This design comes from an exercise in tuning for a short achievable clock period and few clock cycles on the open sky130 flow, not from production work. Only simulation tests tie the RTL to the original design; equivalence was not proved. No activity file was given, so power comes from the tool's default toggle rates.

**flow/config.mk**
```make
export PLATFORM = sky130hd
export DESIGN_NAME = cpu
export DESIGN_NICKNAME = cpu
export VERILOG_FILES = /design/flow/design.v
export SDC_FILE = /design/flow/constraint.sdc
export NUM_CORES = 4
export LEC_CHECK = 0
export CAP_MARGIN = 20
export CORE_MARGIN = 2
export CORE_UTILIZATION = 40
export PLACE_DENSITY = 0.6
export SLEW_MARGIN = 20
```
**flow/constraint.sdc**
```tcl
create_clock -name core_clock -period 5.6 [get_ports {clk}]
set_input_delay 1.1200 -clock core_clock [delete_from_list [all_inputs] [get_ports {clk}]]
set_output_delay 1.1200 -clock core_clock [all_outputs]
set_load 0.01 [all_outputs]
```
**flow/design.v**
```verilog
package definesPkg;
endpackage
module cpu
(
   input clk,
   input reset,
   output [15:0] o_pc_addr,
   output o_pc_rd,
   input [15:0] i_pc_rddata,
   output [15:0] o_ldst_addr,
   output o_ldst_rd,
   output o_ldst_wr,
   input [15:0] i_ldst_rddata,
   output [15:0] o_ldst_wrdata,
   output [127:0] o_tb_regs
);
   logic [15:0] pc;             
   logic        d_valid;
   logic [15:0] d_fa;           
   logic [15:0] d_pc;           
   logic        e_valid;
   logic [15:0] e_A, e_B;
   logic        e_sadd, e_ssub, e_sb, e_smrg;
   logic        e_wr;           
   logic [2:0]  e_rd;
   logic        e_flags;
   logic        e_ld, e_st;
   logic        e_br;
   logic        e_calw, e_calz, e_caln;
   logic        e_pred;
   logic [15:0] e_fix;
   logic        e_useA;
   logic        w_ld;
   logic [2:0]  w_rd;
   logic        fN, fZ;
   logic [15:0] regs [0:7];
   wire [15:0] sum  = e_A + e_B;
   wire [15:0] diff = e_A - e_B;
   wire [15:0] res = ({16{e_sadd}} & sum) | ({16{e_ssub}} & diff) |
                     ({16{e_sb}} & e_B) | ({16{e_smrg}} & {e_B[15:8], e_A[7:0]});
   wire        res_N = e_ssub ? diff[15] : sum[15];
   wire        res_Z = e_ssub ? (e_A == e_B) : (sum == 16'd0);
   wire taken = e_calw | (e_calz & fZ) | (e_caln & fN);
   wire mispE = e_valid & e_br & (taken ^ e_pred);
   wire [15:0] fixpc = e_useA ? e_A : e_fix;
   wire [15:0] instr = i_pc_rddata;
   wire [4:0]  op = instr[4:0];
   wire [2:0]  rx = instr[7:5];
   wire [2:0]  ry = instr[10:8];
   wire dv = d_valid & ~mispE;
   wire isMV    = op == 5'b00000;
   wire isADD   = op == 5'b00001;
   wire isSUB   = op == 5'b00010;
   wire isCMP   = op == 5'b00011;
   wire isLD    = op == 5'b00100;
   wire isST    = op == 5'b00101;
   wire isMVI   = op == 5'b10000;
   wire isADDI  = op == 5'b10001;
   wire isSUBI  = op == 5'b10010;
   wire isCMPI  = op == 5'b10011;
   wire isMVHI  = op == 5'b10110;
   wire isJR    = op == 5'b01000;
   wire isJZR   = op == 5'b01001;
   wire isJNR   = op == 5'b01010;
   wire isCALLR = op == 5'b01100;
   wire isJ     = op == 5'b11000;
   wire isJZ    = op == 5'b11001;
   wire isJN    = op == 5'b11010;
   wire isCALL  = op == 5'b11100;
   wire readA = isADD | isSUB | isCMP | isST | isADDI | isSUBI | isCMPI | isMVHI |
                isJR | isJZR | isJNR | isCALLR;
   wire readB = isMV | isADD | isSUB | isCMP | isLD | isST;
   wire regjump = isJR | isJZR | isJNR | isCALLR;
   wire dirjump = isJ | isJZ | isJN | isCALL;
   wire eA = e_valid & e_wr & (e_rd == rx);
   wire eB = e_valid & e_wr & (e_rd == ry);
   wire wA = w_ld & (w_rd == rx);
   wire wB = w_ld & (w_rd == ry);
   wire [15:0] rfA = regs[rx];
   wire [15:0] rfB = regs[ry];
   wire [15:0] A_early = wA ? i_ldst_rddata : rfA;
   wire [15:0] B_early = wB ? i_ldst_rddata : rfB;
   wire [15:0] A_val = eA ? res : A_early;
   wire [15:0] B_val = eB ? res : B_early;
   wire [15:0] imm8s = {{8{instr[15]}}, instr[15:8]};
   wire [15:0] B_next = readB ? B_val :
                        (isMVHI ? {instr[15:8], 8'd0} :
                        ((isCALL | isCALLR) ? d_pc : imm8s));
   wire [15:0] tgtD = d_pc + {{4{instr[15]}}, instr[15:5], 1'b0};
   wire stall = dv & e_valid & e_ld &
                ((readA & (e_rd == rx)) | (readB & (e_rd == ry)));
   wire eAany = e_valid & (e_wr | e_ld) & (e_rd == rx);
   wire predT_dir = isJ | isCALL | ((isJZ | isJN) & instr[15]);
   wire predT_reg = (isJR | isCALLR) & ~eAany;
   wire redirD = dv & ~stall & (predT_dir | predT_reg);
   wire [15:0] tgt_redir = predT_dir ? tgtD : A_early;
   wire [15:0] pc_inc = pc + 16'd2;
   wire [15:0] pc_next = mispE ? fixpc : (stall ? d_fa : (redirD ? tgt_redir : pc_inc));
   always_ff @(posedge clk or posedge reset) begin
      if (reset) begin
         pc <= '0;
         d_valid <= 1'b0;
         e_valid <= 1'b0;
         w_ld <= 1'b0;
         fN <= 1'b0;
         fZ <= 1'b0;
      end else begin
         pc <= pc_next;
         d_valid <= ~(mispE | stall | redirD);
         e_valid <= dv & ~stall;
         w_ld <= e_valid & e_ld;
         if (e_valid & e_flags) begin
            fN <= res_N;
            fZ <= res_Z;
         end
      end
   end
   always_ff @(posedge clk) begin
      d_fa <= pc;
      d_pc <= pc_inc;
      e_A <= A_val;
      e_B <= B_next;
      e_sadd <= isADD | isADDI;
      e_ssub <= isSUB | isCMP | isSUBI | isCMPI;
      e_sb <= isMV | isMVI | isCALL | isCALLR;
      e_smrg <= isMVHI;
      e_wr <= isMV | isADD | isSUB | isMVI | isADDI | isSUBI | isMVHI | isCALL | isCALLR;
      e_rd <= (isCALL | isCALLR) ? 3'd7 : rx;
      e_flags <= isADD | isSUB | isCMP | isADDI | isSUBI | isCMPI;
      e_ld <= isLD;
      e_st <= isST;
      e_br <= regjump | dirjump;
      e_calw <= isJR | isCALLR | isJ | isCALL;
      e_calz <= isJZR | isJZ;
      e_caln <= isJNR | isJN;
      e_pred <= predT_dir | predT_reg;
      e_fix <= (predT_dir | predT_reg) ? d_pc : tgtD;
      e_useA <= regjump & ~predT_reg;
      w_rd <= e_rd;
      if (reset) begin
         regs[0] <= 16'hCAFE; regs[1] <= 16'hBADD; regs[2] <= 16'hCAFE; regs[3] <= 16'hBADD;
         regs[4] <= 16'hCAFE; regs[5] <= 16'hBADD; regs[6] <= 16'hCAFE; regs[7] <= 16'hBADD;
      end else begin
         if (w_ld) regs[w_rd] <= i_ldst_rddata;
         if (e_valid & e_wr) regs[e_rd] <= res;
      end
   end
   assign o_pc_addr = pc;
   assign o_pc_rd = 1'b1;
   assign o_ldst_addr = e_B;
   assign o_ldst_wrdata = e_A;
   assign o_ldst_rd = 1'b1;
   assign o_ldst_wr = e_valid & e_st;
   assign o_tb_regs = {regs[7], regs[6], regs[5], regs[4], regs[3], regs[2], regs[1], regs[0]};
endmodule
```
**flow/run.sh**
```bash
#!/bin/bash
# synth_recipe.tcl (not shown) runs the flow's synth.tcl, then flattens the netlist and writes it again
# the make line also repeats each setting of config.mk as NAME=value (left out here)
make -C /OpenROAD-flow-scripts/flow DESIGN_CONFIG=/design/flow/config.mk WORK_HOME=/design/flow/orfs CLKGATE_MAP_FILE= SYNTH_SCRIPT=/design/flow/synth_recipe.tcl finish
```
==> impl_metrics.yaml, run 1 <==
worst_setup_path:
  path_class: "reg2reg"
  cp_cell_sequence: "inv_1 > ha_1 > nor2b_1 > o21ai_0 > nand3_1 > a31o_2 > a21oi_1 > a21oi_1 > o21ai_0"
  max_stage_delay_ns: 0.83
  worst-path-max-fanout: 12
  endpoint: "regs[0][13]"
  r2r_start: "e_B[3]"
  startpoint: "e_B[3]"
  critPathLaunchType: "flop"
  r2r_end: "regs[0][13]"
  cp.arrival_ns: 4.67
  worst_r2r_path_depth: 9
  rrSetupSlack_ns: 1.24
  crit_slowest_cell: "a21oi_1"
  cp.required_ns: 5.91
  endpoint_kind: "flop"
synth:
  synth-adder-area-share: 0.0401
  ys.warnings.count: 1
  yosysSeqAreaShare: 0.403
  syn_inst: 1564
  async_reset_ff_frac: 0.0847
  synth_xor_area_frac: 0.0261
  ys_ff_latch: 248
  synth_top_family_by_area: "compound AO/OA/AOI/OAI gates"
  synth-compound-area-share: 0.188
  synth.distinct_cells: 94
  synth_simple_gate_area_frac: 0.137
  muxShareOfSynthArea: 0.152
  syn_avg_cell_area_um2: 10.1
  synthFlopType: "edfxtp_1"
  syn_area_um2: 15800
  synth_edf_count: 128
sta:
  tns_ns: 0
  layout_setup_ws_ns: 1.24
  max-slew-margin-rel: 0.211
  fmax_mhz: 230
  fin_skew_ns: 0.0258
  hold_ws_ns: 0.430
  rsz0062_at_grt: "false"
  setup_viol: 0
  worst_pin_slew_ns: 1.17
  slew_viol_final: 0
  fin_crit_sh: 0.778
  hold_viol: 0
  period_needed_ns: 4.36
placed_design:
  placed_cells: 2203
  io_buffers: 210
  pre_cts_slack_ns: 1.15
  hpwl_mm: 46.2
  gp_congestion: 0.942
clock_tree:
  cts_setup_buffers: 0
  cts_resized: 0
  clockRootBuffer: "clkbuf_16"
  numCtsBuffers: 29
  cts_hold_buf: 0
  cts_tree: "yes"
  clk_path_buf_depth: 3
  clkTransAtPathRegs_ns: 0.06
  clkLatencyLatePin_ns: 0.55
  cts_sinks: 248
  cts-htree-levels: 1
finish:
  drive_above_1_share: 0.129
  diodes: 0
  fill_cells: 3544
  final_nets: 1798
  final_util: 0.493
  final_cells: 2256
  area_growth_pct: 21.3
route:
  viasPerCell: 6.31
  wl_per_cell_um: 27.6
  drc_errors: 0
  postRouteAntennaNets: 0
  route.vias.total: 14240
  drt-initial-drc-count: 1583
  firstDrtPassIters: 10
  drt_wl_total_mm: 62.2
floorplanning:
  initial_utilization: 0.406
  die_h_um: 203
  rows: 72
  io_pins: 213
  fp.dieW_um: 203
  dieArea_um2: 41000
  core_um2: 38800
grt:
  grt.overflow.total: 0
  grt_pass1_vias: 13716
  antenna_found_initial: 1
  grtUsageTotal: 0.295
  grt_pass1_wl_mm: 90.2
  grt_max_degree: 34
power_and_ir_drop:
  p_per_area_nw_per_um2: 340
  vdd_drop_max_v: 0.000248
  leakage_nw: 6.54
run:
  cap_violations: 0
min_path:
  hold_path.class: "reg2reg"
run_status:
  status: "finished clean"
through the flow:
stage | instance area, um2 | power, mW
2_1_floorplan | 15800 | 3.81
3_3_place_gp | 18200 | 4.62
3_5_place_dp | 18200 | 4.63
4_1_cts | 19100 | 6.48
5_1_grt | 19100 | 6.78
6_report | 19100 | 6.51
layout make-up:
class,count,area [um2],area share
multi-input cells,1132,8610,0.450
flip-flops and latches,248,6350,0.332
repair buffers,254,2410,0.126
clock buffers,39,793,0.0415
well taps,518,648,0.0339
inverters,51,193,0.0101
clock inverters,14,128,0.00667
worst min path at each step:
stage               slack [ns]        to  startpoint  cells past startpoint
finish                    0.43  d_fa[14]      pc[14]                      0
global route              0.44  e_fix[0]     d_pc[0]                      0
CTS                       0.43  e_fix[0]     d_pc[0]                      0
detailed placement        0.42  d_fa[14]      pc[14]                      0
global placement          0.42  d_fa[14]      pc[14]                      0
floorplan                 0.35  e_fix[0]     d_pc[0]                      0
kinds of logic (layout without fill, tap and decap cells):
family | after synthesis | count (layout)
AO/OA/AOI/OAI | 439 | 439
AND/OR/NAND/NOR | 439 | 439
flip-flops | 248 | 248
XOR/XNOR | 47 | 47
other | 1 | 2
adder cells (fa/ha/maj) | 49 | 49
buffers and inverters | 185 | 358
multiplexers | 156 | 156
per-layer routing:
| metal | GRT usage | wire length [um] |
|---|---|---|
| met5 | 0 | 13 |
| met4 | 0.105 | 2490 |
| met3 | 0.0372 | 5530 |
| met2 | 0.487 | 29300 |
| met1 | 0.399 | 24900 |
cells in the final DEF, fill, tap and decap left out, types with 16 or more instances in the layout:
cell type / synthesis / routed
clkbuf_16: 0 / 29
mux4_2: 64 / 64
nor3_1: 118 / 116
nand2b_1: 16 / 16
mux2_2: 30 / 30
ha_1: 45 / 45
xnor2_1: 27 / 27
o21ai_0: 113 / 113
a21oi_1: 125 / 125
nor2_1: 58 / 58
dfxtp_1: 99 / 99
mux2i_1: 62 / 62
edfxtp_1: 128 / 128
inv_1: 50 / 50
dfrtp_1: 21 / 21
nand2_1: 96 / 96
nand3_1: 73 / 73
xor2_1: 20 / 20
buf_4: 7 / 44
clkdlybuf4s50_1: 0 / 206
a221oi_1: 19 / 19
nor2b_1: 16 / 16
o22ai_1: 17 / 17
report_power, final:
part / switching, mW / total (mW) / internal, mW / leakage, nW
Combinational: 1.24 / 2.14 / 0.906 / 3.99
Clock: 0.774 / 1.86 / 1.08 / 0.452
Sequential: 0.306 / 2.51 / 2.21 / 2.10
Total: 2.31 / 6.51 / 4.20 / 6.54
state kept, by name, indices dropped and copies added, names as in the netlist, 3 cells and up:
signal / flops
regs: 128
e_A: 16
e_fix: 16
e_B: 16
w_rd: 3
pc: 16
d_fa: 15
e_rd: 3
d_pc: 16
critical path, delay by kind of cell, from the launching register on:
kind | cells | cell delay [ns]
AO/OA/AOI/OAI | 5 | 2.67
adder cells (fa/ha/maj) | 1 | 0.55
AND/OR/NAND/NOR | 2 | 0.37
flip-flops | 1 | 0.45
buffers and inverters | 1 | 0.09
cell usage after synthesis, types with 11 or more instances:
cell type,instances,area [um2]
xor2_1,20,175
mux2_2,30,338
dfxtp_1,99,1980
nand4_1,11,68.8
nor2_1,58,218
o22ai_1,17,106
a21o_1,11,82.6
nor2b_1,16,100
dfrtp_1,21,526
nand3_1,73,365
nand2b_1,16,100
mux2i_1,62,621
buf_2,24,120
nand2_1,96,360
ha_1,45,563
xnor2_1,27,236
mux4_2,64,1440
a21oi_1,125,626
a221oi_1,19,166
inv_1,50,188
o21ai_0,113,566
edfxtp_1,128,3840
clkbuf_1,85,319
nor3_1,118,591
Testbench counts, summed over its fixed seeds: cycles 62,127.
==> run 2: changes to the inputs <==
--- a/flow/config.mk
+++ b/flow/config.mk
@@ -9,4 +9,6 @@
 export CORE_MARGIN = 2
 export CORE_UTILIZATION = 40
 export PLACE_DENSITY = 0.6
+export SETUP_SLACK_MARGIN = 3.0
 export SLEW_MARGIN = 20
+export TNS_END_PERCENT = 100
==> impl_metrics.yaml, run 2 <==
floorplanning:
  fp.dieW_um: 203
  dieArea_um2: 41000
  die_h_um: 203
  core_um2: 38800
  io_pins: 213
  rows: 72
  initial_utilization: 0.406
finish:
  multi_input_area_um2: 10200
  final_nets: 1945
  final_cell_mix: "171 x dlygate4sd2_1, 130 x buf_4, 128 x edfxtp_1, 105 x nor3_1, 87 x nand2_1"
  drive_above_1_share: 0.341
  final_common_cell: "dlygate4sd2_1"
  top_register: "regs"
  largest_reg_flops: 128
  stdcell_area_um2: 22300
  area_growth_pct: 41.6
  seq_area_um2: 6460
  fill_cells: 3329
synth:
  syn_area_um2: 15800
  synthFlopType: "edfxtp_1"
  syn_inst: 1564
  yosysSeqAreaShare: 0.403
  ys.warnings.count: 1
  synth_edf_count: 128
  yosysTopAreaCell: "edfxtp_1"
  synth_area_leaders: "edfxtp_1 24%, dfxtp_1 13%, mux4_2 9.1%"
  ys_top_cells_by_count: "128 x edfxtp_1, 125 x a21oi_1, 118 x nor3_1"
  ys_ff_latch: 248
  synth_top_cell_area_share: 0.244
  synth.distinct_cells: 94
  syn_avg_cell_area_um2: 10.1
  yosysMostFrequentCell: "edfxtp_1"
  async_reset_ff_frac: 0.0847
placed_design:
  place_area_um2: 18400
  hpwl_mm: 45.6
  io_buffers: 210
  pre_cts_slack_ns: 1.35
  gp_congestion: 0.927
sta:
  slew_viol_final: 0
  fin_skew_ns: 0.0293
  fmax_mhz: 341
  hold_viol: 0
  fin_crit_sh: 0.524
  setup_viol: 0
  tns_ns: 0
  max-slew-margin-rel: 0.291
  rsz0062_at_grt: "true"
  period_needed_ns: 2.94
  worst_pin_slew_ns: 1.05
  layout_setup_ws_ns: 2.66
worst_setup_path:
  endpoint_kind: "flop"
  cp.required_ns: 5.87
  cp.arrival_ns: 3.21
  path_class: "reg2reg"
  critPathLaunchType: "flop"
  worst-path-max-fanout: 5
route:
  firstDrtPassIters: 6
  drc_errors: 0
  postRouteAntennaNets: 0
  wl_per_cell_um: 28.8
  drt-initial-drc-count: 1974
  drt_wl_total_mm: 69.1
  route.vias.total: 15443
  viasPerCell: 6.43
power_and_ir_drop:
  switchingPower_mw: 2.68
  p_seq_frac: 0.345
  leakage_nw: 7.79
  vdd_drop_max_v: 0.000220
  switching_share: 0.366
  p_per_area_nw_per_um2: 327
  p_comb_frac: 0.415
  power_mw: 7.32
  p_clk_frac: 0.240
  intPower_mw: 4.64
run:
  cap_violations: 0
clock_tree:
  clockRootBuffer: "clkbuf_16"
  clkLatencyLatePin_ns: 0.56
  clkTransAtPathRegs_ns: 0.06
  cts_tree: "yes"
  cts-htree-levels: 1
  clk_path_buf_depth: 3
  cts_sinks: 248
  cts_hold_buf: 0
  numCtsBuffers: 27
run_status:
  status: "finished clean"
grt:
  grtUsageTotal: 0.319
  grt_max_degree: 33
  grt_pass1_vias: 14911
  antenna_found_initial: 2
  grt_pass1_wl_mm: 98.2
  grt.overflow.total: 0
min_path:
  hold_path.class: "reg2reg"
[run 2: repair_timing]
action	CTS	global route
resized for setup	472	210
setup buffers	99	45
setup endpoints to repair	481	284
pin swaps	58	90
hold endpoints to repair	0	0
gates cloned	8	9
[run 2: path summary, 6_finish.rpt]
| path | startpoint | endpoint | slack [ns] | cells past startpoint |
|---|---|---|---|---|
| setup / recovery | e_A[0] | regs[4][10] | 2.66 | 14 |
| hold / removal | pc[0] | d_pc[0] | 0.41 | 0 |
| setup reg to reg | e_A[0] | regs[4][10] | 2.66 | 14 |
| hold reg to reg | pc[0] | d_pc[0] | 0.41 | 0 |
| max in group asynchronous | reset | pc[9] | 4.64 | 2 |
| min in group asynchronous | reset | w_ld | 0.71 | 2 |
[run 2: power groups by stage]
stage,clock (mW),combinational (mW),sequential [mW]
floorplan,0,1.42,2.45
global placement,0,2.09,2.56
detailed placement,0,2.11,2.56
CTS,1.76,2.65,2.51
global route,1.83,3.20,2.55
finish,1.75,3.04,2.53
[run 2: metal layers]
metal  vias to the layer above  track usage  wire [um]
met5                         -            0          0
met2                      1079        0.504      31500
met4                         0        0.122       3180
met1                      7554        0.438      26600
met3                       209       0.0547       7890
li1                       6601            -          -
[run 2: critical path, cell delays in order, from the launching register on]
cell      delay, ns
dfxtp_4        0.36
inv_4          0.06
ha_4           0.12
inv_2          0.04
fa_2           0.42
a21oi_4        0.17
o221ai_4       0.14
a21oi_4        0.20
buf_6          0.13
o221ai_2       0.12
a221o_1        0.33
a22oi_2        0.14
buf_6          0.18
buf_12         0.15
o21ai_0        0.12
[run 2: logic make-up (layout without fill, tap and decap cells)]
| logic type | after synthesis | in the layout | share of synthesized area |
|---|---|---|---|
| DFF | 248 | 248 | 0.403 |
| adders and majority gates | 49 | 49 | 0.0401 |
| muxes | 156 | 156 | 0.152 |
| buffers and inverters | 185 | 502 | 0.0531 |
| AOI/OAI and AO/OA | 439 | 441 | 0.188 |
| other | 1 | 3 | 0.000238 |
| xor gates and xnor gates | 47 | 47 | 0.0261 |
| and+or+nand+nor | 439 | 439 | 0.137 |
[run 2: metrics by stage]
step / util / hold slack (ns) / cells
6_report: 0.575 / 0.412 / 2403
5_1_grt: 0.575 / 0.412 / 2402
4_1_cts: 0.543 / 0.415 / 2348
3_5_place_dp: 0.473 / 0.411 / 2191
3_3_place_gp: 0.473 / 0.413 / 2191
2_1_floorplan: - / 0.351 / 1565
[run 2: final cells by class]
class / count / area share
Timing Repair Buffer: 401 / 0.177
Clock inverter: 14 / 0.00442
Antenna cell: 1 / 0.000112
Sequential cell: 248 / 0.289
Clock buffer: 36 / 0.0335
Multi-Input combinational cell: 1134 / 0.457
Inverter: 51 / 0.0104
Tap cell: 518 / 0.0290

afterwards: timing with drivers on the ports:
The flow's constraints put no driver on any port. The routed layouts listed below were extracted and timed again, unchanged, in two steps. Step 1 (the two cells are an assumption about what drives the block):
set clk [get_ports {clk}]
set_driving_cell -lib_cell sky130_fd_sc_hd__clkbuf_16 $clk
set_driving_cell -lib_cell sky130_fd_sc_hd__buf_2 [delete_from_list [all_inputs] $clk]
Step 2 moves the port delays by t, midway between the first and last clock arrival at a register: inputs arrive t later, outputs are due t later. That takes back most of the time a late clock gives input paths. Slacks: ideal / step 1 / step 2; pairs: ideal / step 1.
run | t (ns) | slack for setup (ns) | latest minus earliest clock arrival (ns) | worst slew at a driven data input, ns | pins driven straight from the clock port
run 1 | 0.592 | 1.243 / 1.243 / 1.095 | 0.026 / 0.026 | 0.08 | 1
run 2 | 0.596 | 2.664 / 2.664 / 2.321 | 0.030 / 0.030 | 0.12 | 1
After both steps every run listed still meets setup and hold. For run 2, which loses most, drivers alone change the setup slack by 0.000 ns; drivers and shift together by -0.343 ns.
